This design comes from an exercise in tuning for small area and a short achievable clock period on the open sky130 flow, not from production work. Function was checked by simulation only, so behaviour that the tests miss may differ from the original.

==> design/flow/design.v <==
module TRN_RMS(
    input wire clk,
    input wire reset,
    input wire [19:0] data_in,
    output wire rms_tlast,
    output wire [39:0] result
);
reg [18:0] v;
reg s;
reg xb0;             
reg [6:0] cnt;       
reg tlast;
reg ld;              
always @(posedge clk or posedge reset) begin
    if (reset) begin
        v <= 19'd0;
        s <= 1'b0;
        xb0 <= 1'b0;
        cnt <= 7'd0;
        tlast <= 1'b0;
    end else begin
        v <= data_in[18:0] ^ {19{data_in[19]}};
        s <= data_in[19];
        xb0 <= data_in[0];
        cnt <= cnt + 7'd1;
        tlast <= (cnt == 7'd127);
    end
end
always @(posedge clk)
    ld <= (cnt == 7'd0);
  wire s1 = v[8] ^ (v[0] & v[15]);
  wire c2 = v[8] & (v[0] & v[15]);
  wire s3 = (v[0] & v[16]) ^ (v[1] & v[15]);
  wire c4 = (v[0] & v[16]) & (v[1] & v[15]);
  wire s5 = v[9] ^ (v[0] & v[17]) ^ (v[1] & v[16]);
  wire c6 = (v[9] & (v[0] & v[17])) | (v[9] & (v[1] & v[16])) | ((v[0] & v[17]) & (v[1] & v[16]));
  wire s7 = (v[2] & v[15]) ^ (v[3] & v[14]);
  wire c8 = (v[2] & v[15]) & (v[3] & v[14]);
  wire s9 = (v[0] & v[18]) ^ (v[1] & v[17]) ^ (v[2] & v[16]);
  wire c10 = ((v[0] & v[18]) & (v[1] & v[17])) | ((v[0] & v[18]) & (v[2] & v[16])) | ((v[1] & v[17]) & (v[2] & v[16]));
  wire s11 = (v[3] & v[15]) ^ (v[4] & v[14]);
  wire c12 = (v[3] & v[15]) & (v[4] & v[14]);
  wire s13 = v[10] ^ (v[1] & v[18]) ^ (v[2] & v[17]);
  wire c14 = (v[10] & (v[1] & v[18])) | (v[10] & (v[2] & v[17])) | ((v[1] & v[18]) & (v[2] & v[17]));
  wire s15 = (v[3] & v[16]) ^ (v[4] & v[15]);
  wire c16 = (v[3] & v[16]) & (v[4] & v[15]);
  wire s17 = (v[2] & v[18]) ^ (v[3] & v[17]);
  wire c18 = (v[2] & v[18]) & (v[3] & v[17]);
  wire s19 = v[11] ^ (v[3] & v[18]);
  wire c20 = v[11] & (v[3] & v[18]);
  wire s21 = v[5] ^ (v[0] & v[9]);
  wire c22 = v[5] & (v[0] & v[9]);
  wire s23 = (v[0] & v[10]) ^ (v[1] & v[9]);
  wire c24 = (v[0] & v[10]) & (v[1] & v[9]);
  wire s25 = v[6] ^ (v[0] & v[11]) ^ (v[1] & v[10]);
  wire c26 = (v[6] & (v[0] & v[11])) | (v[6] & (v[1] & v[10])) | ((v[0] & v[11]) & (v[1] & v[10]));
  wire s27 = (v[2] & v[9]) ^ (v[3] & v[8]);
  wire c28 = (v[2] & v[9]) & (v[3] & v[8]);
  wire s29 = (v[0] & v[12]) ^ (v[1] & v[11]) ^ (v[2] & v[10]);
  wire c30 = ((v[0] & v[12]) & (v[1] & v[11])) | ((v[0] & v[12]) & (v[2] & v[10])) | ((v[1] & v[11]) & (v[2] & v[10]));
  wire s31 = (v[3] & v[9]) ^ (v[4] & v[8]);
  wire c32 = (v[3] & v[9]) & (v[4] & v[8]);
  wire s33 = v[7] ^ (v[0] & v[13]) ^ (v[1] & v[12]);
  wire c34 = (v[7] & (v[0] & v[13])) | (v[7] & (v[1] & v[12])) | ((v[0] & v[13]) & (v[1] & v[12]));
  wire s35 = (v[2] & v[11]) ^ (v[3] & v[10]) ^ (v[4] & v[9]);
  wire c36 = ((v[2] & v[11]) & (v[3] & v[10])) | ((v[2] & v[11]) & (v[4] & v[9])) | ((v[3] & v[10]) & (v[4] & v[9]));
  wire s37 = (v[5] & v[8]) ^ (v[6] & v[7]);
  wire c38 = (v[5] & v[8]) & (v[6] & v[7]);
  wire s39 = (v[0] & v[14]) ^ (v[1] & v[13]) ^ (v[2] & v[12]);
  wire c40 = ((v[0] & v[14]) & (v[1] & v[13])) | ((v[0] & v[14]) & (v[2] & v[12])) | ((v[1] & v[13]) & (v[2] & v[12]));
  wire s41 = (v[3] & v[11]) ^ (v[4] & v[10]) ^ (v[5] & v[9]);
  wire c42 = ((v[3] & v[11]) & (v[4] & v[10])) | ((v[3] & v[11]) & (v[5] & v[9])) | ((v[4] & v[10]) & (v[5] & v[9]));
  wire s43 = (v[6] & v[8]) ^ (s & v[14]);
  wire c44 = (v[6] & v[8]) & (s & v[14]);
  wire s45 = (v[1] & v[14]) ^ (v[2] & v[13]) ^ (v[3] & v[12]);
  wire c46 = ((v[1] & v[14]) & (v[2] & v[13])) | ((v[1] & v[14]) & (v[3] & v[12])) | ((v[2] & v[13]) & (v[3] & v[12]));
  wire s47 = (v[4] & v[11]) ^ (v[5] & v[10]) ^ (v[6] & v[9]);
  wire c48 = ((v[4] & v[11]) & (v[5] & v[10])) | ((v[4] & v[11]) & (v[6] & v[9])) | ((v[5] & v[10]) & (v[6] & v[9]));
  wire s49 = (v[7] & v[8]) ^ (s & v[15]) ^ s1;
  wire c50 = ((v[7] & v[8]) & (s & v[15])) | ((v[7] & v[8]) & s1) | ((s & v[15]) & s1);
  wire s51 = (v[2] & v[14]) ^ (v[3] & v[13]) ^ (v[4] & v[12]);
  wire c52 = ((v[2] & v[14]) & (v[3] & v[13])) | ((v[2] & v[14]) & (v[4] & v[12])) | ((v[3] & v[13]) & (v[4] & v[12]));
  wire s53 = (v[5] & v[11]) ^ (v[6] & v[10]) ^ (v[7] & v[9]);
  wire c54 = ((v[5] & v[11]) & (v[6] & v[10])) | ((v[5] & v[11]) & (v[7] & v[9])) | ((v[6] & v[10]) & (v[7] & v[9]));
  wire s55 = (s & v[16]) ^ c2 ^ s3;
  wire c56 = ((s & v[16]) & c2) | ((s & v[16]) & s3) | (c2 & s3);
  wire s57 = (v[4] & v[13]) ^ (v[5] & v[12]) ^ (v[6] & v[11]);
  wire c58 = ((v[4] & v[13]) & (v[5] & v[12])) | ((v[4] & v[13]) & (v[6] & v[11])) | ((v[5] & v[12]) & (v[6] & v[11]));
  wire s59 = (v[7] & v[10]) ^ (v[8] & v[9]) ^ (s & v[17]);
  wire c60 = ((v[7] & v[10]) & (v[8] & v[9])) | ((v[7] & v[10]) & (s & v[17])) | ((v[8] & v[9]) & (s & v[17]));
  wire s61 = c4 ^ s7 ^ s5;
  wire c62 = (c4 & s7) | (c4 & s5) | (s7 & s5);
  wire s63 = (v[5] & v[13]) ^ (v[6] & v[12]) ^ (v[7] & v[11]);
  wire c64 = ((v[5] & v[13]) & (v[6] & v[12])) | ((v[5] & v[13]) & (v[7] & v[11])) | ((v[6] & v[12]) & (v[7] & v[11]));
  wire s65 = (v[8] & v[10]) ^ (s & v[18]) ^ c8;
  wire c66 = ((v[8] & v[10]) & (s & v[18])) | ((v[8] & v[10]) & c8) | ((s & v[18]) & c8);
  wire s67 = s11 ^ c6 ^ s9;
  wire c68 = (s11 & c6) | (s11 & s9) | (c6 & s9);
  wire s69 = (v[5] & v[14]) ^ (v[6] & v[13]) ^ (v[7] & v[12]);
  wire c70 = ((v[5] & v[14]) & (v[6] & v[13])) | ((v[5] & v[14]) & (v[7] & v[12])) | ((v[6] & v[13]) & (v[7] & v[12]));
  wire s71 = (v[8] & v[11]) ^ (v[9] & v[10]) ^ c12;
  wire c72 = ((v[8] & v[11]) & (v[9] & v[10])) | ((v[8] & v[11]) & c12) | ((v[9] & v[10]) & c12);
  wire s73 = s15 ^ c10 ^ s13;
  wire c74 = (s15 & c10) | (s15 & s13) | (c10 & s13);
  wire s75 = (v[4] & v[16]) ^ (v[5] & v[15]) ^ (v[6] & v[14]);
  wire c76 = ((v[4] & v[16]) & (v[5] & v[15])) | ((v[4] & v[16]) & (v[6] & v[14])) | ((v[5] & v[15]) & (v[6] & v[14]));
  wire s77 = (v[7] & v[13]) ^ (v[8] & v[12]) ^ (v[9] & v[11]);
  wire c78 = ((v[7] & v[13]) & (v[8] & v[12])) | ((v[7] & v[13]) & (v[9] & v[11])) | ((v[8] & v[12]) & (v[9] & v[11]));
  wire s79 = c16 ^ s17 ^ c14;
  wire c80 = (c16 & s17) | (c16 & c14) | (s17 & c14);
  wire s81 = (v[4] & v[17]) ^ (v[5] & v[16]) ^ (v[6] & v[15]);
  wire c82 = ((v[4] & v[17]) & (v[5] & v[16])) | ((v[4] & v[17]) & (v[6] & v[15])) | ((v[5] & v[16]) & (v[6] & v[15]));
  wire s83 = (v[7] & v[14]) ^ (v[8] & v[13]) ^ (v[9] & v[12]);
  wire c84 = ((v[7] & v[14]) & (v[8] & v[13])) | ((v[7] & v[14]) & (v[9] & v[12])) | ((v[8] & v[13]) & (v[9] & v[12]));
  wire s85 = (v[10] & v[11]) ^ c18 ^ s19;
  wire c86 = ((v[10] & v[11]) & c18) | ((v[10] & v[11]) & s19) | (c18 & s19);
  wire s87 = (v[4] & v[18]) ^ (v[5] & v[17]) ^ (v[6] & v[16]);
  wire c88 = ((v[4] & v[18]) & (v[5] & v[17])) | ((v[4] & v[18]) & (v[6] & v[16])) | ((v[5] & v[17]) & (v[6] & v[16]));
  wire s89 = (v[7] & v[15]) ^ (v[8] & v[14]) ^ (v[9] & v[13]);
  wire c90 = ((v[7] & v[15]) & (v[8] & v[14])) | ((v[7] & v[15]) & (v[9] & v[13])) | ((v[8] & v[14]) & (v[9] & v[13]));
  wire s91 = (v[10] & v[12]) ^ c20;
  wire c92 = (v[10] & v[12]) & c20;
  wire s93 = v[12] ^ (v[5] & v[18]) ^ (v[6] & v[17]);
  wire c94 = (v[12] & (v[5] & v[18])) | (v[12] & (v[6] & v[17])) | ((v[5] & v[18]) & (v[6] & v[17]));
  wire s95 = (v[7] & v[16]) ^ (v[8] & v[15]) ^ (v[9] & v[14]);
  wire c96 = ((v[7] & v[16]) & (v[8] & v[15])) | ((v[7] & v[16]) & (v[9] & v[14])) | ((v[8] & v[15]) & (v[9] & v[14]));
  wire s97 = (v[10] & v[13]) ^ (v[11] & v[12]);
  wire c98 = (v[10] & v[13]) & (v[11] & v[12]);
  wire s99 = (v[6] & v[18]) ^ (v[7] & v[17]) ^ (v[8] & v[16]);
  wire c100 = ((v[6] & v[18]) & (v[7] & v[17])) | ((v[6] & v[18]) & (v[8] & v[16])) | ((v[7] & v[17]) & (v[8] & v[16]));
  wire s101 = (v[9] & v[15]) ^ (v[10] & v[14]);
  wire c102 = (v[9] & v[15]) & (v[10] & v[14]);
  wire s103 = v[13] ^ (v[7] & v[18]) ^ (v[8] & v[17]);
  wire c104 = (v[13] & (v[7] & v[18])) | (v[13] & (v[8] & v[17])) | ((v[7] & v[18]) & (v[8] & v[17]));
  wire s105 = (v[9] & v[16]) ^ (v[10] & v[15]);
  wire c106 = (v[9] & v[16]) & (v[10] & v[15]);
  wire s107 = (v[8] & v[18]) ^ (v[9] & v[17]);
  wire c108 = (v[8] & v[18]) & (v[9] & v[17]);
  wire s109 = v[14] ^ (v[9] & v[18]);
  wire c110 = v[14] & (v[9] & v[18]);
  wire s111 = v[3] ^ (v[0] & v[5]);
  wire c112 = v[3] & (v[0] & v[5]);
  wire s113 = (v[0] & v[6]) ^ (v[1] & v[5]);
  wire c114 = (v[0] & v[6]) & (v[1] & v[5]);
  wire s115 = v[4] ^ (v[0] & v[7]) ^ (v[1] & v[6]);
  wire c116 = (v[4] & (v[0] & v[7])) | (v[4] & (v[1] & v[6])) | ((v[0] & v[7]) & (v[1] & v[6]));
  wire s117 = (v[2] & v[5]) ^ (v[3] & v[4]);
  wire c118 = (v[2] & v[5]) & (v[3] & v[4]);
  wire s119 = (v[0] & v[8]) ^ (v[1] & v[7]) ^ (v[2] & v[6]);
  wire c120 = ((v[0] & v[8]) & (v[1] & v[7])) | ((v[0] & v[8]) & (v[2] & v[6])) | ((v[1] & v[7]) & (v[2] & v[6]));
  wire s121 = (v[3] & v[5]) ^ (s & v[8]);
  wire c122 = (v[3] & v[5]) & (s & v[8]);
  wire s123 = (v[1] & v[8]) ^ (v[2] & v[7]) ^ (v[3] & v[6]);
  wire c124 = ((v[1] & v[8]) & (v[2] & v[7])) | ((v[1] & v[8]) & (v[3] & v[6])) | ((v[2] & v[7]) & (v[3] & v[6]));
  wire s125 = (v[4] & v[5]) ^ (s & v[9]) ^ s21;
  wire c126 = ((v[4] & v[5]) & (s & v[9])) | ((v[4] & v[5]) & s21) | ((s & v[9]) & s21);
  wire s127 = (v[2] & v[8]) ^ (v[3] & v[7]) ^ (v[4] & v[6]);
  wire c128 = ((v[2] & v[8]) & (v[3] & v[7])) | ((v[2] & v[8]) & (v[4] & v[6])) | ((v[3] & v[7]) & (v[4] & v[6]));
  wire s129 = (s & v[10]) ^ c22 ^ s23;
  wire c130 = ((s & v[10]) & c22) | ((s & v[10]) & s23) | (c22 & s23);
  wire s131 = (v[4] & v[7]) ^ (v[5] & v[6]) ^ (s & v[11]);
  wire c132 = ((v[4] & v[7]) & (v[5] & v[6])) | ((v[4] & v[7]) & (s & v[11])) | ((v[5] & v[6]) & (s & v[11]));
  wire s133 = c24 ^ s27 ^ s25;
  wire c134 = (c24 & s27) | (c24 & s25) | (s27 & s25);
  wire s135 = (v[5] & v[7]) ^ (s & v[12]) ^ c28;
  wire c136 = ((v[5] & v[7]) & (s & v[12])) | ((v[5] & v[7]) & c28) | ((s & v[12]) & c28);
  wire s137 = s31 ^ c26 ^ s29;
  wire c138 = (s31 & c26) | (s31 & s29) | (c26 & s29);
  wire s139 = (s & v[13]) ^ c32 ^ s37;
  wire c140 = ((s & v[13]) & c32) | ((s & v[13]) & s37) | (c32 & s37);
  wire s141 = c30 ^ s33 ^ s35;
  wire c142 = (c30 & s33) | (c30 & s35) | (s33 & s35);
  wire s143 = c38 ^ s43 ^ c34;
  wire c144 = (c38 & s43) | (c38 & c34) | (s43 & c34);
  wire s145 = c36 ^ s39 ^ s41;
  wire c146 = (c36 & s39) | (c36 & s41) | (s39 & s41);
  wire s147 = c44 ^ c40 ^ c42;
  wire c148 = (c44 & c40) | (c44 & c42) | (c40 & c42);
  wire s149 = s45 ^ s47 ^ s49;
  wire c150 = (s45 & s47) | (s45 & s49) | (s47 & s49);
  wire s151 = c46 ^ c48 ^ s51;
  wire c152 = (c46 & c48) | (c46 & s51) | (c48 & s51);
  wire s153 = s53 ^ c50 ^ s55;
  wire c154 = (s53 & c50) | (s53 & s55) | (c50 & s55);
  wire s155 = c52 ^ c54 ^ s57;
  wire c156 = (c52 & c54) | (c52 & s57) | (c54 & s57);
  wire s157 = s59 ^ c56 ^ s61;
  wire c158 = (s59 & c56) | (s59 & s61) | (c56 & s61);
  wire s159 = c58 ^ c60 ^ s63;
  wire c160 = (c58 & c60) | (c58 & s63) | (c60 & s63);
  wire s161 = s65 ^ c62 ^ s67;
  wire c162 = (s65 & c62) | (s65 & s67) | (c62 & s67);
  wire s163 = c64 ^ s69 ^ s71;
  wire c164 = (c64 & s69) | (c64 & s71) | (s69 & s71);
  wire s165 = c66 ^ c68 ^ s73;
  wire c166 = (c66 & c68) | (c66 & s73) | (c68 & s73);
  wire s167 = c70 ^ s75 ^ s77;
  wire c168 = (c70 & s75) | (c70 & s77) | (s75 & s77);
  wire s169 = c72 ^ s79 ^ c74;
  wire c170 = (c72 & s79) | (c72 & c74) | (s79 & c74);
  wire s171 = c76 ^ c78 ^ s81;
  wire c172 = (c76 & c78) | (c76 & s81) | (c78 & s81);
  wire s173 = s83 ^ s85 ^ c80;
  wire c174 = (s83 & s85) | (s83 & c80) | (s85 & c80);
  wire s175 = c82 ^ c84 ^ s87;
  wire c176 = (c82 & c84) | (c82 & s87) | (c84 & s87);
  wire s177 = s89 ^ s91 ^ c86;
  wire c178 = (s89 & s91) | (s89 & c86) | (s91 & c86);
  wire s179 = s97 ^ c88 ^ c90;
  wire c180 = (s97 & c88) | (s97 & c90) | (c88 & c90);
  wire s181 = c92 ^ s93 ^ s95;
  wire c182 = (c92 & s93) | (c92 & s95) | (s93 & s95);
  wire s183 = (v[11] & v[13]) ^ c98 ^ s101;
  wire c184 = ((v[11] & v[13]) & c98) | ((v[11] & v[13]) & s101) | (c98 & s101);
  wire s185 = c94 ^ c96 ^ s99;
  wire c186 = (c94 & c96) | (c94 & s99) | (c96 & s99);
  wire s187 = (v[11] & v[14]) ^ (v[12] & v[13]) ^ c102;
  wire c188 = ((v[11] & v[14]) & (v[12] & v[13])) | ((v[11] & v[14]) & c102) | ((v[12] & v[13]) & c102);
  wire s189 = s105 ^ c100 ^ s103;
  wire c190 = (s105 & c100) | (s105 & s103) | (c100 & s103);
  wire s191 = (v[10] & v[16]) ^ (v[11] & v[15]) ^ (v[12] & v[14]);
  wire c192 = ((v[10] & v[16]) & (v[11] & v[15])) | ((v[10] & v[16]) & (v[12] & v[14])) | ((v[11] & v[15]) & (v[12] & v[14]));
  wire s193 = c106 ^ s107 ^ c104;
  wire c194 = (c106 & s107) | (c106 & c104) | (s107 & c104);
  wire s195 = (v[10] & v[17]) ^ (v[11] & v[16]) ^ (v[12] & v[15]);
  wire c196 = ((v[10] & v[17]) & (v[11] & v[16])) | ((v[10] & v[17]) & (v[12] & v[15])) | ((v[11] & v[16]) & (v[12] & v[15]));
  wire s197 = (v[13] & v[14]) ^ c108 ^ s109;
  wire c198 = ((v[13] & v[14]) & c108) | ((v[13] & v[14]) & s109) | (c108 & s109);
  wire s199 = (v[10] & v[18]) ^ (v[11] & v[17]) ^ (v[12] & v[16]);
  wire c200 = ((v[10] & v[18]) & (v[11] & v[17])) | ((v[10] & v[18]) & (v[12] & v[16])) | ((v[11] & v[17]) & (v[12] & v[16]));
  wire s201 = (v[13] & v[15]) ^ c110;
  wire c202 = (v[13] & v[15]) & c110;
  wire s203 = v[15] ^ (v[11] & v[18]) ^ (v[12] & v[17]);
  wire c204 = (v[15] & (v[11] & v[18])) | (v[15] & (v[12] & v[17])) | ((v[11] & v[18]) & (v[12] & v[17]));
  wire s205 = (v[13] & v[16]) ^ (v[14] & v[15]);
  wire c206 = (v[13] & v[16]) & (v[14] & v[15]);
  wire s207 = (v[12] & v[18]) ^ (v[13] & v[17]);
  wire c208 = (v[12] & v[18]) & (v[13] & v[17]);
  wire s209 = v[16] ^ (v[13] & v[18]);
  wire c210 = v[16] & (v[13] & v[18]);
  wire s211 = v[1] ^ (s & v[0]);
  wire c212 = v[1] & (s & v[0]);
  wire s213 = v[2] ^ (v[0] & v[3]);
  wire c214 = v[2] & (v[0] & v[3]);
  wire s215 = (v[0] & v[4]) ^ (v[1] & v[3]);
  wire c216 = (v[0] & v[4]) & (v[1] & v[3]);
  wire s217 = (v[1] & v[4]) ^ (v[2] & v[3]) ^ (s & v[5]);
  wire c218 = ((v[1] & v[4]) & (v[2] & v[3])) | ((v[1] & v[4]) & (s & v[5])) | ((v[2] & v[3]) & (s & v[5]));
  wire s219 = (v[2] & v[4]) ^ (s & v[6]) ^ c112;
  wire c220 = ((v[2] & v[4]) & (s & v[6])) | ((v[2] & v[4]) & c112) | ((s & v[6]) & c112);
  wire s221 = (s & v[7]) ^ c114 ^ s117;
  wire c222 = ((s & v[7]) & c114) | ((s & v[7]) & s117) | (c114 & s117);
  wire s223 = c118 ^ s121 ^ c116;
  wire c224 = (c118 & s121) | (c118 & c116) | (s121 & c116);
  wire s225 = c122 ^ c120 ^ s123;
  wire c226 = (c122 & c120) | (c122 & s123) | (c120 & s123);
  wire s227 = c124 ^ s127 ^ c126;
  wire c228 = (c124 & s127) | (c124 & c126) | (s127 & c126);
  wire s229 = c128 ^ s131 ^ c130;
  wire c230 = (c128 & s131) | (c128 & c130) | (s131 & c130);
  wire s231 = c132 ^ s135 ^ c134;
  wire c232 = (c132 & s135) | (c132 & c134) | (s135 & c134);
  wire s233 = c136 ^ s139 ^ c138;
  wire c234 = (c136 & s139) | (c136 & c138) | (s139 & c138);
  wire s235 = c140 ^ s143 ^ c142;
  wire c236 = (c140 & s143) | (c140 & c142) | (s143 & c142);
  wire s237 = c144 ^ c146 ^ s147;
  wire c238 = (c144 & c146) | (c144 & s147) | (c146 & s147);
  wire s239 = c148 ^ s151 ^ c150;
  wire c240 = (c148 & s151) | (c148 & c150) | (s151 & c150);
  wire s241 = c152 ^ s155 ^ c154;
  wire c242 = (c152 & s155) | (c152 & c154) | (s155 & c154);
  wire s243 = c156 ^ s159 ^ c158;
  wire c244 = (c156 & s159) | (c156 & c158) | (s159 & c158);
  wire s245 = c160 ^ s163 ^ c162;
  wire c246 = (c160 & s163) | (c160 & c162) | (s163 & c162);
  wire s247 = s167 ^ c164 ^ s169;
  wire c248 = (s167 & c164) | (s167 & s169) | (c164 & s169);
  wire s249 = c168 ^ s171 ^ s173;
  wire c250 = (c168 & s171) | (c168 & s173) | (s171 & s173);
  wire s251 = c172 ^ s175 ^ s177;
  wire c252 = (c172 & s175) | (c172 & s177) | (s175 & s177);
  wire s253 = c176 ^ s179 ^ s181;
  wire c254 = (c176 & s179) | (c176 & s181) | (s179 & s181);
  wire s255 = s183 ^ c180 ^ c182;
  wire c256 = (s183 & c180) | (s183 & c182) | (c180 & c182);
  wire s257 = s187 ^ c184 ^ c186;
  wire c258 = (s187 & c184) | (s187 & c186) | (c184 & c186);
  wire s259 = s191 ^ c188 ^ s193;
  wire c260 = (s191 & c188) | (s191 & s193) | (c188 & s193);
  wire s261 = c192 ^ s195 ^ s197;
  wire c262 = (c192 & s195) | (c192 & s197) | (s195 & s197);
  wire s263 = c196 ^ s199 ^ s201;
  wire c264 = (c196 & s199) | (c196 & s201) | (s199 & s201);
  wire s265 = s205 ^ c200 ^ c202;
  wire c266 = (s205 & c200) | (s205 & c202) | (c200 & c202);
  wire s267 = (v[14] & v[16]) ^ c206 ^ s207;
  wire c268 = ((v[14] & v[16]) & c206) | ((v[14] & v[16]) & s207) | (c206 & s207);
  wire s269 = (v[14] & v[17]) ^ (v[15] & v[16]) ^ c208;
  wire c270 = ((v[14] & v[17]) & (v[15] & v[16])) | ((v[14] & v[17]) & c208) | ((v[15] & v[16]) & c208);
  wire s271 = (v[14] & v[18]) ^ (v[15] & v[17]);
  wire c272 = (v[14] & v[18]) & (v[15] & v[17]);
  wire s273 = v[17] ^ (v[15] & v[18]);
  wire c274 = v[17] & (v[15] & v[18]);
  wire s275 = (v[0] & v[1]) ^ (s & v[1]);
  wire c276 = (v[0] & v[1]) & (s & v[1]);
  wire s277 = (v[0] & v[2]) ^ (s & v[2]) ^ c212;
  wire c278 = ((v[0] & v[2]) & (s & v[2])) | ((v[0] & v[2]) & c212) | ((s & v[2]) & c212);
  wire s279 = (v[1] & v[2]) ^ (s & v[3]) ^ s213;
  wire c280 = ((v[1] & v[2]) & (s & v[3])) | ((v[1] & v[2]) & s213) | ((s & v[3]) & s213);
  wire s281 = (s & v[4]) ^ c214 ^ s215;
  wire c282 = ((s & v[4]) & c214) | ((s & v[4]) & s215) | (c214 & s215);
  wire s283 = c216 ^ s111 ^ s217;
  wire c284 = (c216 & s111) | (c216 & s217) | (s111 & s217);
  wire s285 = s113 ^ c218 ^ s219;
  wire c286 = (s113 & c218) | (s113 & s219) | (c218 & s219);
  wire s287 = s115 ^ c220 ^ s221;
  wire c288 = (s115 & c220) | (s115 & s221) | (c220 & s221);
  wire s289 = s119 ^ c222 ^ s223;
  wire c290 = (s119 & c222) | (s119 & s223) | (c222 & s223);
  wire s291 = s125 ^ c224 ^ s225;
  wire c292 = (s125 & c224) | (s125 & s225) | (c224 & s225);
  wire s293 = s129 ^ c226 ^ s227;
  wire c294 = (s129 & c226) | (s129 & s227) | (c226 & s227);
  wire s295 = s133 ^ s229 ^ c228;
  wire c296 = (s133 & s229) | (s133 & c228) | (s229 & c228);
  wire s297 = s137 ^ c230 ^ s231;
  wire c298 = (s137 & c230) | (s137 & s231) | (c230 & s231);
  wire s299 = s141 ^ s233 ^ c232;
  wire c300 = (s141 & s233) | (s141 & c232) | (s233 & c232);
  wire s301 = s145 ^ s235 ^ c234;
  wire c302 = (s145 & s235) | (s145 & c234) | (s235 & c234);
  wire s303 = s149 ^ c236 ^ s237;
  wire c304 = (s149 & c236) | (s149 & s237) | (c236 & s237);
  wire s305 = s153 ^ c238 ^ s239;
  wire c306 = (s153 & c238) | (s153 & s239) | (c238 & s239);
  wire s307 = s157 ^ s241 ^ c240;
  wire c308 = (s157 & s241) | (s157 & c240) | (s241 & c240);
  wire s309 = s161 ^ c242 ^ s243;
  wire c310 = (s161 & c242) | (s161 & s243) | (c242 & s243);
  wire s311 = s165 ^ s245 ^ c244;
  wire c312 = (s165 & s245) | (s165 & c244) | (s245 & c244);
  wire s313 = c166 ^ s247 ^ c246;
  wire c314 = (c166 & s247) | (c166 & c246) | (s247 & c246);
  wire s315 = c170 ^ s249 ^ c248;
  wire c316 = (c170 & s249) | (c170 & c248) | (s249 & c248);
  wire s317 = c174 ^ s251 ^ c250;
  wire c318 = (c174 & s251) | (c174 & c250) | (s251 & c250);
  wire s319 = c178 ^ s253 ^ c252;
  wire c320 = (c178 & s253) | (c178 & c252) | (s253 & c252);
  wire s321 = s185 ^ s255 ^ c254;
  wire c322 = (s185 & s255) | (s185 & c254) | (s255 & c254);
  wire s323 = s189 ^ s257 ^ c256;
  wire c324 = (s189 & s257) | (s189 & c256) | (s257 & c256);
  wire s325 = c190 ^ s259 ^ c258;
  wire c326 = (c190 & s259) | (c190 & c258) | (s259 & c258);
  wire s327 = c194 ^ s261 ^ c260;
  wire c328 = (c194 & s261) | (c194 & c260) | (s261 & c260);
  wire s329 = c198 ^ s263 ^ c262;
  wire c330 = (c198 & s263) | (c198 & c262) | (s263 & c262);
  wire s331 = s203 ^ c264 ^ s265;
  wire c332 = (s203 & c264) | (s203 & s265) | (c264 & s265);
  wire s333 = c204 ^ s267 ^ c266;
  wire c334 = (c204 & s267) | (c204 & c266) | (s267 & c266);
  wire s335 = s209 ^ s269 ^ c268;
  wire c336 = (s209 & s269) | (s209 & c268) | (s269 & c268);
  wire s337 = c210 ^ s271 ^ c270;
  wire c338 = (c210 & s271) | (c210 & c270) | (s271 & c270);
  wire s339 = (v[16] & v[17]) ^ c272 ^ s273;
  wire c340 = ((v[16] & v[17]) & c272) | ((v[16] & v[17]) & s273) | (c272 & s273);
  wire s341 = (v[16] & v[18]) ^ c274;
  wire c342 = (v[16] & v[18]) & c274;
  wire s343 = v[18] ^ (v[17] & v[18]);
  wire c344 = v[18] & (v[17] & v[18]);
  reg [36:0] sq_s;
  reg [34:0] sq_c;
  always @(posedge clk) begin
    sq_s[0] <= xb0;
    sq_s[1] <= s275;
    sq_s[2] <= c276;
    sq_s[3] <= c278;
    sq_s[4] <= c280;
    sq_s[5] <= c282;
    sq_s[6] <= c284;
    sq_s[7] <= c286;
    sq_s[8] <= c288;
    sq_s[9] <= c290;
    sq_s[10] <= c292;
    sq_s[11] <= c294;
    sq_s[12] <= c296;
    sq_s[13] <= c298;
    sq_s[14] <= c300;
    sq_s[15] <= c302;
    sq_s[16] <= c304;
    sq_s[17] <= c306;
    sq_s[18] <= c308;
    sq_s[19] <= c310;
    sq_s[20] <= c312;
    sq_s[21] <= c314;
    sq_s[22] <= c316;
    sq_s[23] <= c318;
    sq_s[24] <= c320;
    sq_s[25] <= c322;
    sq_s[26] <= c324;
    sq_s[27] <= c326;
    sq_s[28] <= c328;
    sq_s[29] <= c330;
    sq_s[30] <= c332;
    sq_s[31] <= c334;
    sq_s[32] <= c336;
    sq_s[33] <= c338;
    sq_s[34] <= c340;
    sq_s[35] <= c342;
    sq_s[36] <= c344;
    sq_c[0] <= s211;
    sq_c[1] <= s277;
    sq_c[2] <= s279;
    sq_c[3] <= s281;
    sq_c[4] <= s283;
    sq_c[5] <= s285;
    sq_c[6] <= s287;
    sq_c[7] <= s289;
    sq_c[8] <= s291;
    sq_c[9] <= s293;
    sq_c[10] <= s295;
    sq_c[11] <= s297;
    sq_c[12] <= s299;
    sq_c[13] <= s301;
    sq_c[14] <= s303;
    sq_c[15] <= s305;
    sq_c[16] <= s307;
    sq_c[17] <= s309;
    sq_c[18] <= s311;
    sq_c[19] <= s313;
    sq_c[20] <= s315;
    sq_c[21] <= s317;
    sq_c[22] <= s319;
    sq_c[23] <= s321;
    sq_c[24] <= s323;
    sq_c[25] <= s325;
    sq_c[26] <= s327;
    sq_c[27] <= s329;
    sq_c[28] <= s331;
    sq_c[29] <= s333;
    sq_c[30] <= s335;
    sq_c[31] <= s337;
    sq_c[32] <= s339;
    sq_c[33] <= s341;
    sq_c[34] <= s343;
  end
  wire [44:0] row_s = {1'b0, 1'b0, 1'b0, 1'b0, 1'b0, 1'b0, 1'b0, sq_s[36], sq_s[35], sq_s[34], sq_s[33], sq_s[32], sq_s[31], sq_s[30], sq_s[29], sq_s[28], sq_s[27], sq_s[26], sq_s[25], sq_s[24], sq_s[23], sq_s[22], sq_s[21], sq_s[20], sq_s[19], sq_s[18], sq_s[17], sq_s[16], sq_s[15], sq_s[14], sq_s[13], sq_s[12], sq_s[11], sq_s[10], sq_s[9], sq_s[8], sq_s[7], sq_s[6], sq_s[5], sq_s[4], sq_s[3], sq_s[2], sq_s[1], 1'b0, sq_s[0]};
  wire [44:0] row_c = {1'b0, 1'b0, 1'b0, 1'b0, 1'b0, 1'b0, 1'b0, 1'b0, sq_c[34], sq_c[33], sq_c[32], sq_c[31], sq_c[30], sq_c[29], sq_c[28], sq_c[27], sq_c[26], sq_c[25], sq_c[24], sq_c[23], sq_c[22], sq_c[21], sq_c[20], sq_c[19], sq_c[18], sq_c[17], sq_c[16], sq_c[15], sq_c[14], sq_c[13], sq_c[12], sq_c[11], sq_c[10], sq_c[9], sq_c[8], sq_c[7], sq_c[6], sq_c[5], sq_c[4], sq_c[3], sq_c[2], sq_c[1], sq_c[0], 1'b0, 1'b0};
reg [44:0] acc;
always @(posedge clk)
    acc <= (ld ? 45'd0 : acc) + row_s + row_c;
assign rms_tlast = tlast;
assign result = {2'b00, acc[44:7]};
endmodule
==> design/flow/run.sh <==
#!/bin/bash
# synth_recipe.tcl (not shown) runs the flow's synth.tcl, then flattens the netlist and writes it again
# the make line also repeats each setting of config.mk as NAME=value (left out here)
make -C /OpenROAD-flow-scripts/flow DESIGN_CONFIG=/design/flow/config.mk WORK_HOME=/design/flow/orfs CLKGATE_MAP_FILE= SYNTH_SCRIPT=/design/flow/synth_recipe.tcl finish
==> design/flow/config.mk <==
export PLATFORM = sky130hd
export DESIGN_NAME = TRN_RMS
export DESIGN_NICKNAME = TRN_RMS
export VERILOG_FILES = /design/flow/design.v
export SDC_FILE = /design/flow/constraint.sdc
export NUM_CORES = 4
export LEC_CHECK = 0
export CAP_MARGIN = 20
export CORE_MARGIN = 2
export CORE_UTILIZATION = 40
export SLEW_MARGIN = 20
==> design/flow/constraint.sdc <==
create_clock -name core_clock -period 8.0 [get_ports {clk}]
set_input_delay 1.6000 -clock core_clock [delete_from_list [all_inputs] [get_ports {clk}]]
set_output_delay 1.6000 -clock core_clock [all_outputs]
set_load 0.01 [all_outputs]
==> impl_metrics.env, run 1 <==
export IMPL_gp_congestion=0.840
export IMPL_status="finished clean"
export IMPL_ys_ff_latch=147
export IMPL_drt_initial_drc_count=467
export IMPL_drv_cap=0
export IMPL_yosysWarnings=1
export IMPL_fp_dieH_um=175
export IMPL_hold_class="reg2reg"
export IMPL_post_route_period_util_pct=47.6
export IMPL_cts_root_buf="clkbuf_16"
export IMPL_wire_per_inst_um=15.6
export IMPL_cts_buffers=17
export IMPL_grt_pass1_vias=8125
export IMPL_critPathRequiredTime_ns=8.31
export IMPL_fp_row_count=62
export IMPL_htreeDepth=4
export IMPL_worstMarginPinSlew_ns=0.847
export IMPL_drt_wl_total_um=24700
export IMPL_die_w_um=175
export IMPL_grt_pass1_wl_um=42100
export IMPL_drive_gt1_share_pct=3.35
export IMPL_layout_common_cells="172 x inv_1, 172 x fa_1, 124 x and2_1"
export IMPL_boundaryPins=63
export IMPL_place_area_um2=12400
export IMPL_cts_tree="yes"
export IMPL_slew_violations=0
export IMPL_async_flop_share_pct=19.7
export IMPL_synth_ff_type="dfxtp_1"
export IMPL_viasPerCell=4.73
export IMPL_crit_arrival_ns=4.12
export IMPL_synth_top_area_share_pct=29.4
export IMPL_nets=1452
export IMPL_cp_max_fo=46
export IMPL_path_clk_slew_ns=0.07
export IMPL_slew_headroom_pct=43.5
export IMPL_dieArea_um2=30700
export IMPL_start_util_pct=40.8
export IMPL_synthCells=1177
export IMPL_grt_ovfl_total=0
export IMPL_post_route_min_period_ns=3.81
export IMPL_antenna_found_initial=0
export IMPL_postCtsHoldBufs=0
export IMPL_grtUsageTotal_pct=17.4
export IMPL_synth_area_um2=11700
export IMPL_hold_violations=0
export IMPL_synthToLayoutAreaGrowth_pct=10.7
export IMPL_final_area_um2=13000
export IMPL_vias=7469
export IMPL_fillerInstances=2726
export IMPL_final_util_pct=45.1
export IMPL_drc=0
export IMPL_port_buffers=60
export IMPL_setup_worst_path_start_class="register"
export IMPL_post_cts_setup_buffers=0
export IMPL_core_area_um2=28800
export IMPL_endpoint_kind="register"
export IMPL_antennaDiodeCount=0
export IMPL_yosysSeqAreaShare_pct=26.3
export IMPL_clkSinkCount=147
export IMPL_fmax_mhz=262
export IMPL_clock_latency_ns=0.44
export IMPL_setup_tns_ns=0
export IMPL_ctsResizeCount=0
export IMPL_synth_area_leaders="fa_1 29%, dfxtp_1 20%, ha_1 8.1%"
export IMPL_dp_hpwl_um=18900
export IMPL_setup_worst_path_class="reg2reg"
export IMPL_synth_cell_types=50
export IMPL_grt_max_degree=47
export IMPL_clk_path_buf_depth=2
export IMPL_dr_pass1_iters=5
export IMPL_setup_viol=0
export IMPL_synth_avg_cell_area_um2=9.96
export IMPL_synth_edf_count=0
export IMPL_yosys_area_top_type="fa_1"
export IMPL_drtAntennaViolNets=0
export IMPL_fin_skew_ns=0.0180
export IMPL_grt_setup_unrepaired="no"
per-layer routing:
layer  routed length [µm]  GRT usage [%]  share of wire [%]
met5                    0              0                  0
met4                  211           4.41               0.86
met3                  724           2.65                2.9
met2                10900           26.8                 44
met1                12800           25.7                 52
area by class of cell:
type                            instances  area [µm²]  share of cell area [%]
Tap cell                              384         480                    3.70
Multi-Input combinational cell        782        7560                    58.2
Clock inverter                         15         183                    1.41
Clock buffer                           17         425                    3.28
Sequential cell                       147        3090                    23.8
Inverter                              173         649                    5.00
Timing Repair Buffer                   61         603                    4.64
worst paths after layout:
path                       slack [ns]  startpoint  endpoint  cells after the start
min in group asynchronous        1.56       reset      v[7]                      2
hold reg to reg                  0.37         xb0   sq_s[0]                      0
hold / removal                   0.37         xb0   sq_s[0]                      0
max in group asynchronous        6.04       reset    cnt[2]                      2
setup reg to reg                 4.19          ld   acc[33]                     13
setup / recovery                 4.19          ld   acc[33]                     13
critical path: stages, from the launching register on:
cell,delay [ns]
dfxtp_2,0.31
buf_4,0.46
nor2b_1,0.14
fa_1,0.46
ha_1,0.36
nand3_1,0.08
o22ai_1,0.24
o21ai_1,0.12
a31oi_1,0.42
a21oi_1,0.23
o41ai_1,0.32
o22a_1,0.29
a21boi_1,0.11
xnor2_1,0.13
synthesized netlist by cell type, drive strengths merged (4+ instances only):
cell,n
clkbuf,35
buf,41
o21bai,4
nand2,101
a21o,18
nor2,26
inv,173
xnor2,27
o211ai,4
nand2b,8
nor2b,43
and2,124
ha,76
dfxtp,118
xor2,37
a31oi,5
a21oi,45
nand3,22
o21ai,19
o21a,4
fa,172
and3,7
nor3,8
dfrtp,29
kinds of logic (layout without fill, tap and decap cells):
family                   after synthesis  count (layout)  share of synthesized area [%]
AND/OR/NAND/NOR                      351             351                           15.8
AO/OA/AOI/OAI                        117             117                           6.34
flip-flops                           147             147                           26.3
adder cells (fa/ha/maj)              248             248                           37.5
XOR/XNOR                              64              64                           4.78
buffers and inverters                249             266                           9.26
other                                  1               2                         0.0320
through the flow:
step	hold slack (ns)	worst slack, ns	instances
after floorplan	0.324	4.55	1178
after global placement	0.333	4.24	1547
after detailed placement	0.353	4.17	1547
after CTS	0.377	4.14	1579
after global routing	0.382	3.86	1579
final	0.367	4.19	1579
registers in the layout, indices dropped and copies added (netlist names):
register,count
sq_c,35
s,1
acc,45
sq_s,37
tlast,1
cnt,7
xb0,1
v,19
ld,1
==> inputs of run 2 (changes only) <==
--- a/design/flow/config.mk
+++ b/design/flow/config.mk
@@ -6,4 +6,5 @@
 export NUM_CORES = 4
 export LEC_CHECK = 0
+export ABC_AREA = 1
 export CAP_MARGIN = 20
 export CORE_MARGIN = 2
==> impl_metrics.env, run 2 <==
export IMPL_status="finished clean"
export IMPL_post_cts_setup_buffers=0
export IMPL_grt_pass1_wl_um=50400
export IMPL_setup_worst_path_class="reg2reg"
export IMPL_hold_class="reg2reg"
export IMPL_fp_row_count=66
export IMPL_synthCells=1736
export IMPL_synthToLayoutAreaGrowth_pct=10.2
export IMPL_clkSinkCount=147
export IMPL_synth_ff_type="dfxtp_1"
export IMPL_endpoint_kind="register"
export IMPL_hold_violations=0
export IMPL_ys_ff_latch=147
export IMPL_yosysSeqAreaShare_pct=23.4
export IMPL_r2r_slack_ns=4.44
export IMPL_synth_top_area_share_pct=26.0
export IMPL_antenna_found_initial=0
export IMPL_setup_tns_ns=0
export IMPL_r2r_start="v[1]"
export IMPL_slew_headroom_pct=44.8
export IMPL_nets=2002
export IMPL_grt_pass1_vias=10000
export IMPL_rr_worst_depth=9
export IMPL_htreeDepth=4
export IMPL_drc=0
export IMPL_setup_worst_path_start_class="register"
export IMPL_vias=9489
export IMPL_critPathRequiredTime_ns=8.31
export IMPL_die_w_um=186
export IMPL_start_util_pct=40.6
export IMPL_grt_setup_unrepaired="no"
export IMPL_hold_start="xb0"
export IMPL_holdPathStages=0
export IMPL_cts_root_buf="clkbuf_16"
export IMPL_boundaryPins=63
export IMPL_postCtsHoldBufs=0
export IMPL_drive_gt1_share_pct=4.81
export IMPL_synth_avg_cell_area_um2=7.62
export IMPL_worst_slack_ns=4.44
export IMPL_clk_path_buf_depth=2
export IMPL_hold_slack_ns=0.342
export IMPL_pre_cts_slack_ns=4.43
export IMPL_largest_register="acc"
export IMPL_drt_wl_total_um=29900
export IMPL_async_flop_share_pct=19.7
export IMPL_drt_initial_drc_count=541
export IMPL_largest_reg_flops=45
export IMPL_final_util_pct=44.8
export IMPL_rr_endpoint="sq_c[19]"
export IMPL_synth_area_um2=13200
export IMPL_synth_cell_types=35
export IMPL_viasPerCell=4.34
export IMPL_core_area_um2=32500
export IMPL_synth_area_leaders="fa_1 26%, dfxtp_1 18%, nand2_1 14%"
export IMPL_layout_common_cells="488 x nand2_1, 477 x inv_1, 172 x fa_1"
export IMPL_drtAntennaViolNets=0
export IMPL_port_buffers=60
export IMPL_post_route_min_period_ns=3.56
export IMPL_drv_cap=0
export IMPL_fp_dieH_um=186
export IMPL_cts_buffers=17
export IMPL_yosysWarnings=1
export IMPL_grt_ovfl_total=0
export IMPL_worstMarginPinSlew_ns=0.828
export IMPL_hold_end="sq_s[0]"
export IMPL_clock_latency_ns=0.44
export IMPL_yosys_top_cells_count="488 x nand2_1, 477 x inv_1, 172 x fa_1"
export IMPL_wire_per_inst_um=13.7
export IMPL_fmax_mhz=281
export IMPL_synth_most_common_cell="nand2_1"
export IMPL_setup_viol=0
export IMPL_gp_congestion=0.897
export IMPL_final_common_cell="nand2_1"
export IMPL_post_route_period_util_pct=44.6
export IMPL_path_clk_slew_ns=0.07
export IMPL_crit_arrival_ns=3.88
export IMPL_synth_edf_count=0
export IMPL_fin_skew_ns=0.0168
export IMPL_cp_max_fo=20
export IMPL_antennaDiodeCount=0
export IMPL_largest_registers="acc x45, sq_s x37, sq_c x35"
export IMPL_cts_tree="yes"
export IMPL_dieArea_um2=34500
export IMPL_grt_max_degree=45
export IMPL_dp_hpwl_um=23900
export IMPL_dr_pass1_iters=6
export IMPL_yosys_area_top_type="fa_1"
export IMPL_slew_violations=0
export IMPL_grtUsageTotal_pct=18.7
export IMPL_ctsResizeCount=0
## run 2: worst max-delay path, cell delays in order (launching register included)
cell     delay [ns]
dfrtp_1        0.80
nand2_1        0.16
fa_1           0.44
fa_1           0.49
inv_1          0.05
fa_1           0.50
inv_1          0.05
fa_1           0.47
inv_1          0.05
fa_1           0.43
## run 2: worst max-delay path by stage
stage	startpoint	to	slack, ns
final	v[1]	sq_c[19]	4.44
after global routing	v[1]	sq_c[19]	4.24
after CTS	v[10]	sq_c[19]	4.42
after detailed placement	v[10]	sq_c[19]	4.43
after global placement	v[10]	sq_c[19]	4.46
after floorplan	v[1]	sq_c[19]	4.48
## run 2: layer usage
layer	track usage (%)	vias to the layer above	share of wire (%)
met4	5.07	0	1.5
met1	25.8	4443	48
met2	30.9	190	46
met5	0	-	0
li1	-	4830	-
met3	2.48	26	4.3
## run 2: area by class of cell
class	count	area (µm²)
inverters	482	1810
fillers	3287	18000
clock buffers	18	429
repair buffers	63	623
flip-flops and latches	147	3090
multi-input cells	1021	7840
well taps	442	553
clock inverters	14	224
## run 2: kinds of logic after synthesis
family	synth area share (%)
and+or+nand+nor	21.3
buffers and inverters	17.4
adders and majority gates	33.2
DFF	23.4
xor gates and xnor gates	3.25
AOI/OAI and AO/OA	1.45
other	0.0284
## run 2: through the flow
stage,instance area [µm²],instances
floorplan,13200,1737
global placement,13900,2155
detailed placement,13900,2155
CTS,14600,2187
global route,14600,2187
finish,14600,2187
==> inputs of run 3 (changes only) <==
--- a/design/flow/design.v
+++ b/design/flow/design.v
@@ -11,5 +11,4 @@
 reg [6:0] cnt;       
 reg tlast;
-reg ld;              
 always @(posedge clk or posedge reset) begin
     if (reset) begin
@@ -27,6 +26,4 @@
     end
 end
-always @(posedge clk)
-    ld <= (cnt == 7'd0);
   wire s1 = v[8] ^ (v[0] & v[15]);
   wire c2 = v[8] & (v[0] & v[15]);
@@ -452,6 +449,7 @@
   wire [44:0] row_c = {1'b0, 1'b0, 1'b0, 1'b0, 1'b0, 1'b0, 1'b0, 1'b0, sq_c[34], sq_c[33], sq_c[32], sq_c[31], sq_c[30], sq_c[29], sq_c[28], sq_c[27], sq_c[26], sq_c[25], sq_c[24], sq_c[23], sq_c[22], sq_c[21], sq_c[20], sq_c[19], sq_c[18], sq_c[17], sq_c[16], sq_c[15], sq_c[14], sq_c[13], sq_c[12], sq_c[11], sq_c[10], sq_c[9], sq_c[8], sq_c[7], sq_c[6], sq_c[5], sq_c[4], sq_c[3], sq_c[2], sq_c[1], sq_c[0], 1'b0, 1'b0};
 reg [44:0] acc;
+wire [44:0] acc_sum = acc + row_s + row_c;
 always @(posedge clk)
-    acc <= (ld ? 45'd0 : acc) + row_s + row_c;
+    acc <= (cnt == 7'd0) ? 45'd0 : acc_sum;
 assign rms_tlast = tlast;
 assign result = {2'b00, acc[44:7]};
--- a/design/flow/config.mk
+++ b/design/flow/config.mk
@@ -6,5 +6,4 @@
 export NUM_CORES = 4
 export LEC_CHECK = 0
-export ABC_AREA = 1
 export CAP_MARGIN = 20
 export CORE_MARGIN = 2
==> impl_metrics.env, run 3 <==
export IMPL_status="finished clean"
export IMPL_synth_top_family_by_area="adder cells"
export IMPL_hold_start="xb0"
export IMPL_final_area_um2=13100
export IMPL_rr_endpoint="sq_c[19]"
export IMPL_postCtsHoldBufs=0
export IMPL_drt_wl_total_um=26500
export IMPL_stdcell_count=1615
export IMPL_hold_class="reg2reg"
export IMPL_synth_ff_type="dfxtp_1"
export IMPL_yosysSeqAreaShare_pct=25.7
export IMPL_synth_edf_count=0
export IMPL_drv_cap=0
export IMPL_largest_reg_flops=45
export IMPL_fp_row_count=63
export IMPL_grt_ovfl_total=0
export IMPL_ctsResizeCount=0
export IMPL_yosys_top_cells_count="175 x inv_1, 172 x fa_1, 125 x and2_1"
export IMPL_synth_most_common_cell="inv_1"
export IMPL_wire_per_inst_um=16.4
export IMPL_grt_setup_unrepaired="no"
export IMPL_dr_pass1_iters=4
export IMPL_holdPathStages=0
export IMPL_synthCells=1218
export IMPL_synthSimpleGateAreaFrac_pct=15.5
export IMPL_slew_headroom_pct=46.7
export IMPL_clkSinkCount=146
export IMPL_post_cts_setup_buffers=0
export IMPL_fmax_mhz=279
export IMPL_synth_area_um2=11900
export IMPL_worstMarginPinSlew_ns=0.799
export IMPL_setup_tns_ns=0
export IMPL_antenna_found_initial=0
export IMPL_fin_skew_ns=0.0113
export IMPL_synth_area_leaders="fa_1 29%, dfxtp_1 20%, ha_1 8.0%"
export IMPL_viasPerCell=4.84
export IMPL_cts_buffers=17
export IMPL_setup_worst_path_class="reg2reg"
export IMPL_async_flop_share_pct=19.9
export IMPL_fillerInstances=2803
export IMPL_start_util_pct=40.4
export IMPL_synth_mux_area_share_pct=0.252
export IMPL_r2r_slack_ns=4.42
export IMPL_port_buffers=60
export IMPL_drc=0
export IMPL_grt_pass1_wl_um=44000
export IMPL_post_route_period_util_pct=44.8
export IMPL_final_common_cell="inv_1"
export IMPL_rr_worst_depth=9
export IMPL_synthToLayoutAreaGrowth_pct=10.2
export IMPL_grtUsageTotal_pct=18.2
export IMPL_grt_pass1_vias=8273
export IMPL_endpoint_kind="register"
export IMPL_die_w_um=177
export IMPL_core_area_um2=29500
export IMPL_drt_initial_drc_count=442
export IMPL_post_route_min_period_ns=3.58
export IMPL_ys_ff_latch=146
export IMPL_vias=7816
export IMPL_yosys_area_top_type="fa_1"
export IMPL_hold_end="sq_s[0]"
export IMPL_synthAdderAreaFrac_pct=36.9
export IMPL_setup_viol=0
export IMPL_drtAntennaViolNets=0
export IMPL_clk_path_buf_depth=2
export IMPL_grt_max_degree=41
export IMPL_gp_congestion=0.864
export IMPL_clock_latency_ns=0.43
export IMPL_dieArea_um2=31200
export IMPL_antennaDiodeCount=0
export IMPL_cts_root_buf="clkbuf_16"
export IMPL_cp_max_fo=20
export IMPL_drive_gt1_share_pct=3.76
export IMPL_path_clk_slew_ns=0.06
export IMPL_critPathRequiredTime_ns=8.30
export IMPL_dp_cells=1583
export IMPL_largest_registers="acc x45, sq_s x37, sq_c x35"
export IMPL_r2r_start="v[10]"
export IMPL_yosysWarnings=1
export IMPL_htreeDepth=4
export IMPL_hold_violations=0
export IMPL_fp_dieH_um=177
export IMPL_dp_hpwl_um=20200
export IMPL_synth_cell_types=60
export IMPL_setup_worst_path_start_class="register"
export IMPL_synth_xor_area_share_pct=4.11
export IMPL_slew_violations=0
export IMPL_largest_register="acc"
export IMPL_cts_tree="yes"
export IMPL_crit_arrival_ns=3.88
export IMPL_boundaryPins=63
export IMPL_synth_avg_cell_area_um2=9.79
export IMPL_synth_compound_area_share_pct=7.85
export IMPL_place_area_um2=12500
export IMPL_synth_top_area_share_pct=28.9
export IMPL_nets=1482
export IMPL_layout_common_cells="175 x inv_1, 172 x fa_1, 125 x and2_1"
[run 3: cell types whose count changed in the layout (fill, tap and decap cells not counted), sizes merged, moves of 26 or more]
cell,change
nand2,-404
inv,-307
and2,+123
nor2,-63
o21ai,+27
nand3,-26
[run 3: cell families after synthesis]
logic type,count (synthesis)
simple gates,366
buf+inv,263
fa+ha+maj,248
flops,146
compound gates,135
xor+xnor,56
mux,3
other cells,1
[run 3: worst max-delay path by stage]
stage,start,endpoint,slack (ns),cells past startpoint
2_1_floorplan,v[1],sq_c[19],4.67,10
3_5_place_dp,v[10],sq_c[19],4.43,9
3_3_place_gp,v[10],sq_c[19],4.49,9
6_report,v[10],sq_c[19],4.42,9
4_1_cts,v[10],sq_c[19],4.41,9
5_1_grt,v[17],sq_c[19],4.26,9
[run 3: area by class of cell]
class	instances	area, µm²	share of cell area, %
inverter	175	657	5.00
clock inverter	13	149	1.13
multi-input combinational	810	7700	58.7
sequential	146	3070	23.4
timing repair buffer	62	611	4.65
tap	390	488	3.72
clock buffer	19	453	3.45
[run 3: per-layer routing]
| metal | part of all wire, % | vias to the layer above | track usage [%] |
|---|---|---|---|
| met5 | 0 | - | 0 |
| met4 | 2.1 | 0 | 5.82 |
| met3 | 4.1 | 32 | 2.94 |
| met2 | 43 | 170 | 27.8 |
| met1 | 50 | 3852 | 26.4 |
| li1 | - | 3762 | - |
[run 3: critical path, stage by stage, from the launching register on]
cell,delay [ns]
dfrtp_1,0.78
inv_1,0.15
fa_1,0.46
fa_1,0.48
inv_1,0.05
fa_1,0.50
inv_1,0.05
fa_1,0.48
inv_1,0.05
fa_1,0.45
[run 3: per-stage QoR]
step	utilization (%)	setup WS [ns]	hold slack [ns]
3_5_place_dp	42.5	4.43	0.328
3_3_place_gp	42.5	4.49	0.327
2_1_floorplan	-	4.67	0.324
4_1_cts	44.5	4.41	0.342
5_1_grt	44.5	4.26	0.353
6_report	44.5	4.42	0.342
==> inputs of run 4 (changes only) <==
--- a/design/flow/config.mk
+++ b/design/flow/config.mk
@@ -9,3 +9,5 @@
 export CORE_MARGIN = 2
 export CORE_UTILIZATION = 40
+export SETUP_SLACK_MARGIN = 5
 export SLEW_MARGIN = 20
+export TNS_END_PERCENT = 100
==> impl_metrics.env, run 4 <==
export IMPL_status="finished clean"
export IMPL_setup_viol=0
export IMPL_nets=1538
export IMPL_synth_area_um2=11900
export IMPL_post_route_period_util_pct=39.2
export IMPL_gp_congestion=0.878
export IMPL_crit_arrival_ns=3.44
export IMPL_yosysWarnings=1
export IMPL_crit_top_cell="fa_1"
export IMPL_path_buf_inv=4
export IMPL_antenna_found_initial=0
export IMPL_postCtsHoldBufs=0
export IMPL_cts_tree="yes"
export IMPL_grt_pass1_wl_um=46200
export IMPL_slowest_stage="dfrtp_4"
export IMPL_path_clk_slew_ns=0.07
export IMPL_synth_top_area_share_pct=28.9
export IMPL_drt_wl_total_um=28500
export IMPL_drive_gt1_share_pct=16.8
export IMPL_fin_skew_ns=0.0117
export IMPL_clkSinkCount=146
export IMPL_fmax_mhz=319
export IMPL_dieArea_um2=31200
export IMPL_post_route_min_period_ns=3.14
export IMPL_hold_violations=0
export IMPL_clk_path_buf_depth=2
export IMPL_cpPeakStageDelay_ns=0.54
export IMPL_worstPathCellList="and2_4 > ha_4 > inv_2 > fa_1 > inv_1 > fa_1 > inv_2 > fa_1 > inv_1 > fa_1"
export IMPL_cp_max_fo=7
export IMPL_cpLargestDelayFamily="adder cells"
export IMPL_dr_pass1_iters=5
export IMPL_slew_violations=0
export IMPL_crit_start="v[17]"
export IMPL_viasPerCell=4.86
export IMPL_synth_area_leaders="fa_1 29%, dfxtp_1 20%, ha_1 8.0%"
export IMPL_htreeDepth=4
export IMPL_drtAntennaViolNets=0
export IMPL_cts_buffers=17
export IMPL_setup_tns_ns=0
export IMPL_layout_common_cells="166 x inv_1, 162 x fa_1, 120 x and2_1"
export IMPL_boundaryPins=63
export IMPL_synth_cell_types=60
export IMPL_synth_edf_count=0
export IMPL_yosys_area_top_type="fa_1"
export IMPL_hold_class="reg2reg"
export IMPL_r2r_start="v[17]"
export IMPL_grt_ovfl_total=0
export IMPL_fp_dieH_um=177
export IMPL_endpoint_kind="register"
export IMPL_grtUsageTotal_pct=19.2
export IMPL_holdPathStages=0
export IMPL_vias=8113
export IMPL_worstSetupPathDepth=10
export IMPL_grt_pass1_vias=8657
export IMPL_drt_initial_drc_count=418
export IMPL_worstMarginPinSlew_ns=0.762
export IMPL_port_buffers=60
export IMPL_largest_registers="acc x45, sq_s x37, sq_c x35"
export IMPL_critPathRequiredTime_ns=8.30
export IMPL_dp_hpwl_um=20300
export IMPL_rr_worst_depth=10
export IMPL_pre_cts_slack_ns=4.45
export IMPL_drv_cap=0
export IMPL_synth_most_common_cell="inv_1"
export IMPL_slew_headroom_pct=49.1
export IMPL_largest_reg_flops=45
export IMPL_synthToLayoutAreaGrowth_pct=19.0
export IMPL_worst_slack_ns=4.86
export IMPL_setup_worst_path_class="reg2reg"
export IMPL_grt_setup_unrepaired="yes"
export IMPL_synth_ff_type="dfxtp_1"
export IMPL_ys_ff_latch=146
export IMPL_core_area_um2=29500
export IMPL_drc=0
export IMPL_fp_row_count=63
export IMPL_yosys_top_cells_count="175 x inv_1, 172 x fa_1, 125 x and2_1"
export IMPL_hold_start="xb0"
export IMPL_synthCells=1218
export IMPL_final_common_cell="inv_1"
export IMPL_setup_worst_path_start_class="register"
export IMPL_clock_latency_ns=0.43
export IMPL_async_flop_share_pct=19.9
export IMPL_synth_avg_cell_area_um2=9.79
export IMPL_cts_root_buf="clkbuf_16"
export IMPL_yosysSeqAreaShare_pct=25.7
export IMPL_start_util_pct=40.4
export IMPL_wire_per_inst_um=17.1
export IMPL_antennaDiodeCount=0
export IMPL_die_w_um=177
export IMPL_largest_register="acc"
export IMPL_grt_max_degree=41
run 4: area by class of cell:
type                       instances  area (µm²)
tap                              390         488
clock inverter                    10         121
clock buffer                      21         493
timing repair buffer             118        1080
fill                            2785       15300
inverter                         175         661
sequential                       146        3140
multi-input combinational        810        8200
run 4: cells by family after synthesis:
group                    Yosys count  synth area share [%]
buffers and inverters            263                  9.66
flip-flops                       146                  25.7
AO/OA/AOI/OAI                    135                  7.85
XOR/XNOR                          56                  4.11
AND/OR/NAND/NOR                  366                  15.5
other                              1                0.0315
adder cells (fa/ha/maj)          248                  36.9
multiplexers                       3                 0.252
run 4: repair_timing:
item                                    in CTS  in global routing
pin swaps                                   17                 36
endpoints found under the setup margin      58                 50
gates resized for setup                     92                 85
setup buffers                               37                 19
hold endpoints to repair                     0                  0
run 4: routing by layer:
layer | track usage, % | vias to the layer above | wire (µm)
met3 | 3.35 | 25 | 1350
met4 | 6.78 | 0 | 522
li1 | - | 3868 | -
met2 | 29.8 | 190 | 13000
met1 | 27.0 | 4030 | 13600
met5 | 0 | - | 0
run 4: path summary, 6_finish.rpt:
| path | to | slack [ns] |
|---|---|---|
| max in group asynchronous | v[1] | 6.14 |
| min | sq_s[0] | 0.34 |
| max reg2reg | sq_c[19] | 4.86 |
| max | sq_c[19] | 4.86 |
| min in group asynchronous | v[13] | 1.54 |
| min reg2reg | sq_s[0] | 0.34 |
run 4: through the flow:
step           hold slack (ns)  cell area, µm²  std cells  utilization, %
2_1_floorplan            0.324           12000       1219               -
3_3_place_gp             0.325           12500       1583            42.6
3_5_place_dp             0.330           12500       1583            42.6
4_1_cts                  0.344           13700       1651            46.5
5_1_grt                  0.346           14200       1670            48.1
6_report                 0.343           14200       1670            48.1
==> inputs of run 5 (changes only) <==
==> design/flow/flow/run.sh (new file) <==
#!/bin/bash
# Standard layout, run through the standard flow's own script.
bash standard.sh > standard.log 2>&1
==> design/flow/standard.sh (new file) <==
#!/bin/bash
# synth_recipe.tcl (not shown) runs the flow's synth.tcl, then flattens the netlist and writes it again
# the make line also repeats each setting of config.mk as NAME=value (left out here)
make -C /OpenROAD-flow-scripts/flow DESIGN_CONFIG=/design/flow/config.mk WORK_HOME=/design/flow/orfs CLKGATE_MAP_FILE= SYNTH_SCRIPT=/design/flow/synth_recipe.tcl "${@:-finish}"
removed: design/flow/run.sh
==> impl_metrics.env, run 5 <==
export IMPL_layout_common_cells="166 x inv_1, 162 x fa_1, 120 x and2_1"
export IMPL_r2r_start="v[17]"
export IMPL_final_util_pct=48.1
export IMPL_cts_buffers=17
export IMPL_yosys_area_top_type="fa_1"
export IMPL_postCtsHoldBufs=0
export IMPL_vias=8113
export IMPL_cts_root_buf="clkbuf_16"
export IMPL_dr_pass1_iters=5
export IMPL_post_route_min_period_ns=3.14
export IMPL_ys_ff_latch=146
export IMPL_clkSinkCount=146
export IMPL_path_buf_inv=4
export IMPL_fmax_mhz=319
export IMPL_setup_viol=0
export IMPL_drt_wl_total_um=28500
export IMPL_die_w_um=177
export IMPL_yosysWarnings=1
export IMPL_drtAntennaViolNets=0
export IMPL_drv_cap=0
export IMPL_grtUsageTotal_pct=19.2
export IMPL_drive_gt1_share_pct=16.8
export IMPL_nets=1538
export IMPL_crit_top_cell="fa_1"
export IMPL_synth_avg_cell_area_um2=9.79
export IMPL_boundaryPins=63
export IMPL_antennaDiodeCount=0
export IMPL_cp_max_fo=7
export IMPL_clock_latency_ns=0.43
export IMPL_grt_setup_unrepaired="yes"
export IMPL_setup_worst_path_class="reg2reg"
export IMPL_yosysSeqAreaShare_pct=25.7
export IMPL_largest_registers="acc x45, sq_s x37, sq_c x35"
export IMPL_hold_violations=0
export IMPL_setup_tns_ns=0
export IMPL_holdPathStages=0
export IMPL_fp_row_count=63
export IMPL_synthToLayoutAreaGrowth_pct=19.0
export IMPL_gp_congestion=0.878
export IMPL_slew_headroom_pct=49.1
export IMPL_antenna_found_initial=0
export IMPL_synth_edf_count=0
export IMPL_final_common_cell="inv_1"
export IMPL_synth_ff_type="dfxtp_1"
export IMPL_worstMarginPinSlew_ns=0.762
export IMPL_hold_end="sq_s[0]"
export IMPL_viasPerCell=4.86
export IMPL_core_area_um2=29500
export IMPL_path_clk_slew_ns=0.07
export IMPL_hold_start="xb0"
export IMPL_rr_worst_depth=10
export IMPL_cpLargestDelayFamily="adder cells"
export IMPL_clk_path_buf_depth=2
export IMPL_synth_area_um2=11900
export IMPL_synth_top_area_share_pct=28.9
export IMPL_port_buffers=60
export IMPL_crit_arrival_ns=3.44
export IMPL_fp_dieH_um=177
export IMPL_htreeDepth=4
export IMPL_r2r_slack_ns=4.86
export IMPL_grt_ovfl_total=0
export IMPL_grt_pass1_wl_um=46200
export IMPL_start_util_pct=40.4
export IMPL_dp_hpwl_um=20300
export IMPL_largest_reg_flops=45
export IMPL_critPathRequiredTime_ns=8.30
export IMPL_synth_area_leaders="fa_1 29%, dfxtp_1 20%, ha_1 8.0%"
export IMPL_slowest_stage="dfrtp_4"
export IMPL_yosys_top_cells_count="175 x inv_1, 172 x fa_1, 125 x and2_1"
export IMPL_rr_endpoint="sq_c[19]"
export IMPL_grt_max_degree=41
export IMPL_drt_initial_drc_count=418
export IMPL_hold_class="reg2reg"
export IMPL_slew_violations=0
export IMPL_post_route_period_util_pct=39.2
export IMPL_synthCells=1218
export IMPL_largest_register="acc"
export IMPL_worstPathCellList="and2_4 > ha_4 > inv_2 > fa_1 > inv_1 > fa_1 > inv_2 > fa_1 > inv_1 > fa_1"
export IMPL_setup_worst_path_start_class="register"
export IMPL_synth_cell_types=60
export IMPL_cts_tree="yes"
export IMPL_cpPeakStageDelay_ns=0.54
export IMPL_grt_pass1_vias=8657
export IMPL_endpoint_kind="register"
export IMPL_synth_most_common_cell="inv_1"
export IMPL_fin_skew_ns=0.0117
export IMPL_dieArea_um2=31200
export IMPL_drc=0
export IMPL_wire_per_inst_um=17.1
export IMPL_status="finished clean"
export IMPL_async_flop_share_pct=19.9
-- run 5: cell counts in the layout (fill, tap and decap cells not counted) --
No cell type changed its count.
-- run 5: worst max-delay path by stage --
stage          startpoint        to  slack, ns  cells past startpoint
2_1_floorplan        v[2]  sq_c[19]       4.88                     10
3_3_place_gp        v[17]  sq_c[18]       4.53                      9
3_5_place_dp        v[17]  sq_c[18]       4.45                      9
4_1_cts             v[17]  sq_c[19]       4.89                     10
5_1_grt             v[17]  sq_c[19]       4.82                     10
6_report            v[17]  sq_c[19]       4.86                     10
-- run 5: metrics by stage --
stage	cell area, µm²	setup WS [ns]	hold slack, ns	std cells
global placement	12500	4.53	0.325	1583
floorplan	12000	4.88	0.324	1219
finish	14200	4.86	0.343	1670
global route	14200	4.82	0.346	1670
detailed placement	12500	4.45	0.330	1583
CTS	13700	4.89	0.344	1651
-- run 5: cell families (layout without fill, tap and decap cells) --
| group | count (synthesis) | count (layout) | share of synthesized area, % |
|---|---|---|---|
| DFF | 146 | 146 | 25.7 |
| buffers and inverters | 263 | 324 | 9.66 |
| other | 1 | 2 | 0.0315 |
| muxes | 3 | 3 | 0.252 |
| and+or+nand+nor | 366 | 366 | 15.5 |
| AOI/OAI and AO/OA | 135 | 135 | 7.85 |
| xor gates and xnor gates | 56 | 56 | 4.11 |
| adders and majority gates | 248 | 248 | 36.9 |
-- run 5: area by class of cell --
class | count | area, µm²
clock buffers | 21 | 493
clock inverters | 10 | 121
fillers | 2785 | 15300
inverters | 175 | 661
multi-input cells | 810 | 8200
flip-flops and latches | 146 | 3140
well taps | 390 | 488
repair buffers | 118 | 1080
-- run 5: per-layer routing --
| metal | share of wire (%) | GRT usage, % | routed length [µm] | vias up |
|---|---|---|---|---|
| met4 | 1.8 | 6.78 | 522 | 0 |
| li1 | - | - | - | 3868 |
| met2 | 46 | 29.8 | 13000 | 190 |
| met3 | 4.7 | 3.35 | 1350 | 25 |
| met5 | 0 | 0 | 0 | - |
| met1 | 48 | 27.0 | 13600 | 4030 |
-- run 5: repair_timing --
item / CTS / global route
setup buffers: 37 / 19
setup endpoints to repair: 58 / 50
endpoints found under the hold margin: 0 / 0
pin swaps: 17 / 36
gates resized for setup: 92 / 85

port drivers added, routing unchanged:
Ports are ideal in the flow. The routed layouts listed here were re-timed in OpenROAD.
Step 1 (the two cells are an assumption about what drives the block):
set clk [get_ports {clk}]
set_driving_cell -lib_cell sky130_fd_sc_hd__clkbuf_16 $clk
set_driving_cell -lib_cell sky130_fd_sc_hd__buf_2 [delete_from_list [all_inputs] $clk]
Step 2 adds t to the input delays and takes it off the output delays; t is the mean of the earliest and latest rising clock arrival at the registers after step 1. Input paths then give back, and output paths get back, about the clock's delay inside the block.
Three values: ideal ports, drivers, drivers and shift; two values: the first two.
run | shift t [ns] | setup slack, ns | hold slack, ns | worst register clock-pin slew, ns | pins driven straight from the clock port
run 1 | 0.478 | 4.189 / 4.189 / 4.189 | 0.367 / 0.367 / 0.367 | 0.08 / 0.08 | 1
run 2 | 0.479 | 4.435 / 4.435 / 4.435 | 0.342 / 0.342 / 0.342 | 0.08 / 0.08 | 1
run 3 | 0.470 | 4.418 / 4.418 / 4.418 | 0.342 / 0.342 / 0.342 | 0.07 / 0.07 | 1
run 4 | 0.477 | 4.864 / 4.864 / 4.864 | 0.343 / 0.343 / 0.343 | 0.07 / 0.07 | 1
run 5 | 0.477 | 4.864 / 4.864 / 4.864 | 0.343 / 0.343 / 0.343 | 0.07 / 0.07 | 1
After both steps every run listed still meets setup and hold.
